What follows belongs to an exercise in optimizing a design on an open flow for small area, a short achievable clock period and few clock cycles per item; a production flow would make more cautious choices.
Function was checked by simulation only, so behaviour that the tests miss may differ from the original.
Power and IR drop assume default switching activity.

Setup of oak:
==> flow/design.v <==
module non_restoring_divider #(
    parameter DATA_WIDTH = 32
) (
    input  logic                    clk_i,
    input  logic                    clk_en_i,
    input  logic                    rst_n_i,
    input  logic [DATA_WIDTH - 1:0] dividend_i,
    input  logic [DATA_WIDTH - 1:0] divisor_i,
    input  logic                    data_valid_i,
    output logic [DATA_WIDTH - 1:0] quotient_o,
    output logic [DATA_WIDTH - 1:0] remainder_o,
    output logic                    divide_by_zero_o,
    output logic                    data_valid_o,
    output logic                    idle_o
);
    logic [31:0] divisor_q, rem_q, quo_q;
    logic [4:0]  cnt_q;
    logic        busy_q, valid_q, dbz_q;
    logic [1:0] skip;
    always_comb begin
        if      (|divisor_i[31:24]) skip = 2'd3;
        else if (|divisor_i[23:16]) skip = 2'd2;
        else if (|divisor_i[15:8])  skip = 2'd1;
        else                        skip = 2'd0;
    end
    logic [63:0] init;
    assign init = {32'b0, dividend_i} << {skip, 3'b000};
    logic [32:0] trial;
    logic [32:0] diff;
    logic        borrow;
    assign trial = {rem_q, quo_q[31]};
    assign {borrow, diff} = {1'b0, trial} - {2'b00, divisor_q};
    logic start;
    assign start = !busy_q && data_valid_i;
    always_ff @(posedge clk_i) begin
        if (!rst_n_i) begin
            busy_q  <= 1'b0;
            valid_q <= 1'b0;
        end else if (clk_en_i) begin
            valid_q <= busy_q && (cnt_q == 5'd0);
            if (busy_q)
                busy_q <= (cnt_q != 5'd0);
            else
                busy_q <= data_valid_i;
        end
    end
    always_ff @(posedge clk_i) begin
        if (clk_en_i) begin
            if (!busy_q) begin
                divisor_q      <= divisor_i;
                {rem_q, quo_q} <= init;
                cnt_q          <= {~skip, 3'b111};
                dbz_q          <= (divisor_i == 32'b0);
            end else if (busy_q) begin
                rem_q <= borrow ? trial[31:0] : diff[31:0];
                quo_q <= {quo_q[30:0], !borrow};
                cnt_q <= cnt_q - 5'd1;
            end
        end
    end
    assign quotient_o       = quo_q;
    assign remainder_o      = rem_q;
    assign divide_by_zero_o = dbz_q;
    assign data_valid_o     = valid_q;
    assign idle_o           = !busy_q;
endmodule
clock: 6.0 ns
lec_check: 0
cap_margin: 20
core_margin: 2
core_utilization: 40
cts_buf_list: sky130_fd_sc_hd__clkbuf_8 sky130_fd_sc_hd__clkbuf_16
setup_slack_margin: 2.8
slew_margin: 20
standard.sh (not shown) runs the stock make flow with config.mk's settings and CLKGATE_MAP_FILE= SYNTH_SCRIPT=/design/flow/synth_recipe.tcl, a recipe that flattens the netlist after the stock synthesis.
==> flow/flow/run.sh <==
#!/bin/bash
# Standard ORFS layout (the standard.sh), with small buffers on the
# ports instead of the default delay-cell buffers (repair may still upsize
# them). ORFS writes each step's log under orfs/logs; make's own output goes
# to standard.log here.
set -euo pipefail
export BUFFER_PORTS_ARGS="-buffer_cell sky130_fd_sc_hd__buf_1"

bash standard.sh > standard.log 2>&1
oak ended with every stage complete and zero timing, DRC or antenna violations.
Testbench counts of oak, summed over its fixed seeds: cycles 167,768, divisions 8,000.
--- input diff oak..pine ---
Settings: CTS_BUF_LIST: sky130_fd_sc_hd__clkbuf_8 sky130_fd_sc_hd__clkbuf_16 -> sky130_fd_sc_hd__clkbuf_8; SETUP_SLACK_MARGIN: 2.8 -> 2.7.
==> flow/flow/run.sh <==
#!/bin/bash
# Standard ORFS layout (the standard.sh) with two changes:
#  - small buffers on the ports instead of the default delay-cell buffers
#    (repair may still upsize them);
#  - synthesis maps the combinational logic with flow/abc.script in place of
#    ORFS's abc_speed.script (flip-flop mapping is unchanged, so the
#    registers keep the standard synthesis's names and cell types).
# ORFS writes each step's log under orfs/logs; make's output goes to
# standard.log here.
set -euo pipefail
rm -rf scripts_mod
cp -r "$FLOW_HOME/scripts" scripts_mod
cp flow/abc.script scripts_mod/abc_speed.script
export SCRIPTS_DIR="$PWD/scripts_mod"
export BUFFER_PORTS_ARGS="-buffer_cell sky130_fd_sc_hd__buf_1"
bash standard.sh > standard.log 2>&1
==> flow/flow/abc.script (new file) <==
&get -n
&st
&dch
&nf -R 1000
&put
Results
Relative to oak, the global routing usage summed across all routing layers of pine is higher by 2.2 points.
pine vs oak, final worst slack went down by 40 ps.
Diff oak -> pine: worst slew margin relative to its limit went down by 1.7 points; number of core rows went down by about 2.2%; routed wire length went up by about 7%.
What pine reported for internal power has to be multiplied by 1.07 to get the figure for oak.
Going from oak to pine, summed instance area of the synthesized netlist shrank by a few percent.
Relative to oak, the final cell count without fillers measured on pine has decreased by a few percent.

Starts from the design.v that is shown in full above.
export LEC_CHECK = 0
export CAP_MARGIN = 20
export CORE_MARGIN = 2
export CORE_UTILIZATION = 40
export CTS_BUF_LIST = sky130_fd_sc_hd__clkbuf_8 sky130_fd_sc_hd__clkbuf_16
export PLACE_DENSITY = 0.8
export SETUP_SLACK_MARGIN = 2.7
export SLEW_MARGIN = 20
create_clock -name core_clock -period 6.0 [get_ports {clk_i}]
==> flow/flow/run.sh <==
#!/bin/bash
# Standard ORFS layout (the standard.sh), with small buffers on the
# ports instead of the default delay-cell buffers (repair may still upsize
# them). ORFS writes each step's log under orfs/logs; make's own output goes
# to standard.log here.
set -euo pipefail
export BUFFER_PORTS_ARGS="-buffer_cell sky130_fd_sc_hd__buf_1"

bash standard.sh > standard.log 2>&1
The starting point finished with timing, DRC and antenna clean.
Testbench counts at the start, summed over its fixed seeds: cycles 167,768, divisions 8,000.
Next try:
--- a/flow/flow/run.sh
+++ b/flow/flow/run.sh
@@ -7,3 +7,3 @@
 export BUFFER_PORTS_ARGS="-buffer_cell sky130_fd_sc_hd__buf_1"
-
+export ADDER_MAP_FILE=
 bash standard.sh > standard.log 2>&1
Settings changed: CTS_BUF_LIST sky130_fd_sc_hd__clkbuf_8 sky130_fd_sc_hd__clkbuf_16 to sky130_fd_sc_hd__clkbuf_8, PLACE_DENSITY 0.8 to not set.
Effect: Total power came out lower by about 4.6%. Final area climbs by 10%. Die area rose by about 1.6%. Utilization went up by 4.6 points. Area after synthesis is higher by 1.7%. Via count went up by about 10%.
Next try:
==> flow/run.sh (new file) <==
#!/bin/bash
# synth_recipe.tcl (not shown) runs the flow's synth.tcl, then flattens the netlist and writes it again
# the make line also repeats each setting of config.mk as NAME=value (left out here)
make -C /OpenROAD-flow-scripts/flow DESIGN_CONFIG=/design/flow/config.mk WORK_HOME=/design/flow/orfs CLKGATE_MAP_FILE= SYNTH_SCRIPT=/design/flow/synth_recipe.tcl finish
Settings changed: CTS_BUF_LIST sky130_fd_sc_hd__clkbuf_8 to not set, SETUP_SLACK_MARGIN 2.7 to 2.5.
removed: flow/flow/run.sh
removed: flow/standard.sh
Result: Fmax rises by 2.8%; cell area rises by about 2%; worst setup slack gets better by 0.095 ns.
Next try:
==> flow/flow/run.sh (new file) <==
#!/bin/bash
# Standard ORFS layout (the standard.sh), with small buffers on the
# ports instead of the default delay-cell buffers (repair may still upsize
# them). ORFS writes each step's log under orfs/logs; make's own output goes
# to standard.log here.
set -euo pipefail
export BUFFER_PORTS_ARGS="-buffer_cell sky130_fd_sc_hd__buf_1"

bash standard.sh > standard.log 2>&1
==> flow/standard.sh (new file) <==
#!/bin/bash
# synth_recipe.tcl (not shown) runs the flow's synth.tcl, then flattens the netlist and writes it again
# the make line also repeats each setting of config.mk as NAME=value (left out here)
make -C /OpenROAD-flow-scripts/flow DESIGN_CONFIG=/design/flow/config.mk WORK_HOME=/design/flow/orfs CLKGATE_MAP_FILE= SYNTH_SCRIPT=/design/flow/synth_recipe.tcl "${@:-finish}"
Settings changed: CORE_UTILIZATION 40 to 70, CTS_BUF_LIST set to sky130_fd_sc_hd__clkbuf_8, SETUP_SLACK_MARGIN 2.5 to 2.7.
removed: flow/run.sh
Outcome: The changed run finished with timing, DRC and antenna clean; clock skew went up by 0.0076 ns; core utilization went up by 29 points; total power went down by 8.4%; maximum frequency went up by 6.4%; count of clock-buffer cells in the layout stays the same.

== job 8273 ==
// non_restoring_divider: RTL as listed in full above, without the edits since
clock: 6.0 ns
lec_check: 0
cap_margin: 20
core_margin: 2
core_utilization: 40
cts_buf_list: sky130_fd_sc_hd__clkbuf_8
setup_slack_margin: 2.9
slew_margin: 20
==> flow/flow/run.sh <==
#!/bin/bash
# Standard ORFS layout (the standard.sh), with small buffers on the
# ports instead of the default delay-cell buffers (repair may still upsize
# them). ORFS writes each step's log under orfs/logs; make's own output goes
# to standard.log here.
set -euo pipefail
export BUFFER_PORTS_ARGS="-buffer_cell sky130_fd_sc_hd__buf_1"
export RECOVER_POWER=100
bash standard.sh > standard.log 2>&1
Job 8273 finished all stages; however, its layout fails the closing checks, the failures being capacitance limit, slew limit.
Testbench counts of job 8273, summed over its fixed seeds: cycles 167,768, divisions 8,000.
Relative to job 8273, the following input files were edited for job 2884:
# job 8273
export LEC_CHECK = 0
export CAP_MARGIN = 20
export CORE_MARGIN = 2
export CORE_UTILIZATION = 40
export CTS_BUF_LIST = sky130_fd_sc_hd__clkbuf_8
export SETUP_SLACK_MARGIN = 2.9
export SLEW_MARGIN = 20
create_clock -name core_clock -period 6.0 [get_ports {clk_i}]
# job 2884
export LEC_CHECK = 0
export CAP_MARGIN = 20
export CORE_MARGIN = 2
export CORE_UTILIZATION = 40
export CTS_BUF_LIST = sky130_fd_sc_hd__clkbuf_8
export CTS_CLUSTER_SIZE = 30
export SETUP_SLACK_MARGIN = 2.5
export SLEW_MARGIN = 20
create_clock -name core_clock -period 6.0 [get_ports {clk_i}]
==> flow/flow/run.sh <==
#!/bin/bash
# Standard ORFS layout, but with small buffers on the ports instead of the
# default delay-cell buffers (repair may still upsize them).
set -euo pipefail
export BUFFER_PORTS_ARGS="-buffer_cell sky130_fd_sc_hd__buf_1"
bash standard.sh > standard.log 2>&1
Results
Re XOR/XNOR share of the synthesized area: no difference whatsoever between job 2884 and job 8273.
Job 2884: PASS, flow complete, no timing, DRC or antenna violations
Cmp job 8273 and job 2884 / share of the clock period used by the worst path / higher: job 8273
Fraction of area in non-clock buffers | job 2884 below job 8273
Sum of met3 wire segment lengths after detailed routing of job 2884 falls short of that of job 8273 by more than a quarter.
Cmp job 8273 and job 2884 / setup slack of the worst register-to-register path / lower: job 8273
Compared with job 8273, cell area after layout in job 2884 decreased by a few percent.
Note that the first-iteration DRC count recorded for job 8273 amounts to 1.3 times the value seen in job 2884.
Here is what was changed in the inputs of job 5477 compared with job 2884.
# job 2884
export LEC_CHECK = 0
export CAP_MARGIN = 20
export CORE_MARGIN = 2
export CORE_UTILIZATION = 40
export CTS_BUF_LIST = sky130_fd_sc_hd__clkbuf_8
export CTS_CLUSTER_SIZE = 30
export SETUP_SLACK_MARGIN = 2.5
export SLEW_MARGIN = 20
create_clock -name core_clock -period 6.0 [get_ports {clk_i}]
# job 5477
export LEC_CHECK = 0
export CAP_MARGIN = 20
export CORE_MARGIN = 2
export CORE_UTILIZATION = 40
export SETUP_SLACK_MARGIN = 3.0
export SLEW_MARGIN = 20
create_clock -name core_clock -period 6.0 [get_ports {clk_i}]
==> flow/flow/run.sh <==
#!/bin/bash
# Standard ORFS layout, but with small buffers on the ports instead of the
# default delay-cell buffers (repair may still upsize them).
set -euo pipefail
export BUFFER_PORTS_ARGS="-buffer_cell sky130_fd_sc_hd__buf_2"
bash standard.sh > standard.log 2>&1
==> run summary <==
- Summary of job 5477 over job 2884: largest fanout of any net on the critical path -29, worst setup slack +0.25 ns, total number of multi-input combinational cells ~0 delta, utilization +7.1 points.
- Looking at arrival time reported for the critical path endpoint, job 5477 sits below job 2884.
- Job 5477 has first-pass GRT wire length above what job 2884 had.
- Of job 5477 and job 2884, it is job 5477 that has the lower switching power as a share of total power.
- Share of power burned in combinational logic in job 5477 is 2.5 points above job 2884.
- Re first-pass iteration count of the detailed router: job 5477 is 1 up on job 2884.
- [job 5477] number of setup buffers added after CTS rose 14 relative to job 2884

## port drivers added, routing unchanged
The flow's constraints put no driver on any port. The routed layouts listed below were extracted and timed again, unchanged, in two steps.
Step 1 sets driving cells, clkbuf_16 on the clock port and buf_2 on the other inputs (assumed; they add their load-dependent delay and slew).
Step 2 adds t to the input delays and takes it off the output delays; t is the mean of the earliest and latest rising clock arrival at the registers after step 1. Input paths then give back, and output paths get back, about the clock's delay inside the block.
Three values: no drivers, after step 1, after step 2; two values: the first two.
run | t, ns | setup slack, ns | clock arrival spread, ns
oak | 0.393 | 2.873 / 2.887 / 2.494 | 0.015 / 0.016
pine | 0.419 | 2.832 / 2.840 / 2.430 | 0.017 / 0.018
the first run of note 2 | 0.398 | 2.802 / 2.802 / 2.429 | 0.014 / 0.014
the second run of note 2 | 0.421 | 2.446 / 2.446 / 2.310 | 0.013 / 0.012
the third run of note 2 | 0.393 | 2.541 / 2.560 / 2.168 | 0.011 / 0.011
the fourth run of note 2 | 0.399 | 2.748 / 2.748 / 2.390 | 0.018 / 0.017
job 8273 | 0.425 | 2.020 / 2.032 / 1.607 | 0.023 / 0.023
job 2884 | 0.424 | 2.690 / 2.690 / 2.279 | 0.021 / 0.021
job 5477 | 0.401 | 2.938 / 2.949 / 2.549 | 0.011 / 0.011
For job 8273, which loses most, drivers alone change the setup slack by +0.012 ns; drivers and shift together by -0.413 ns.
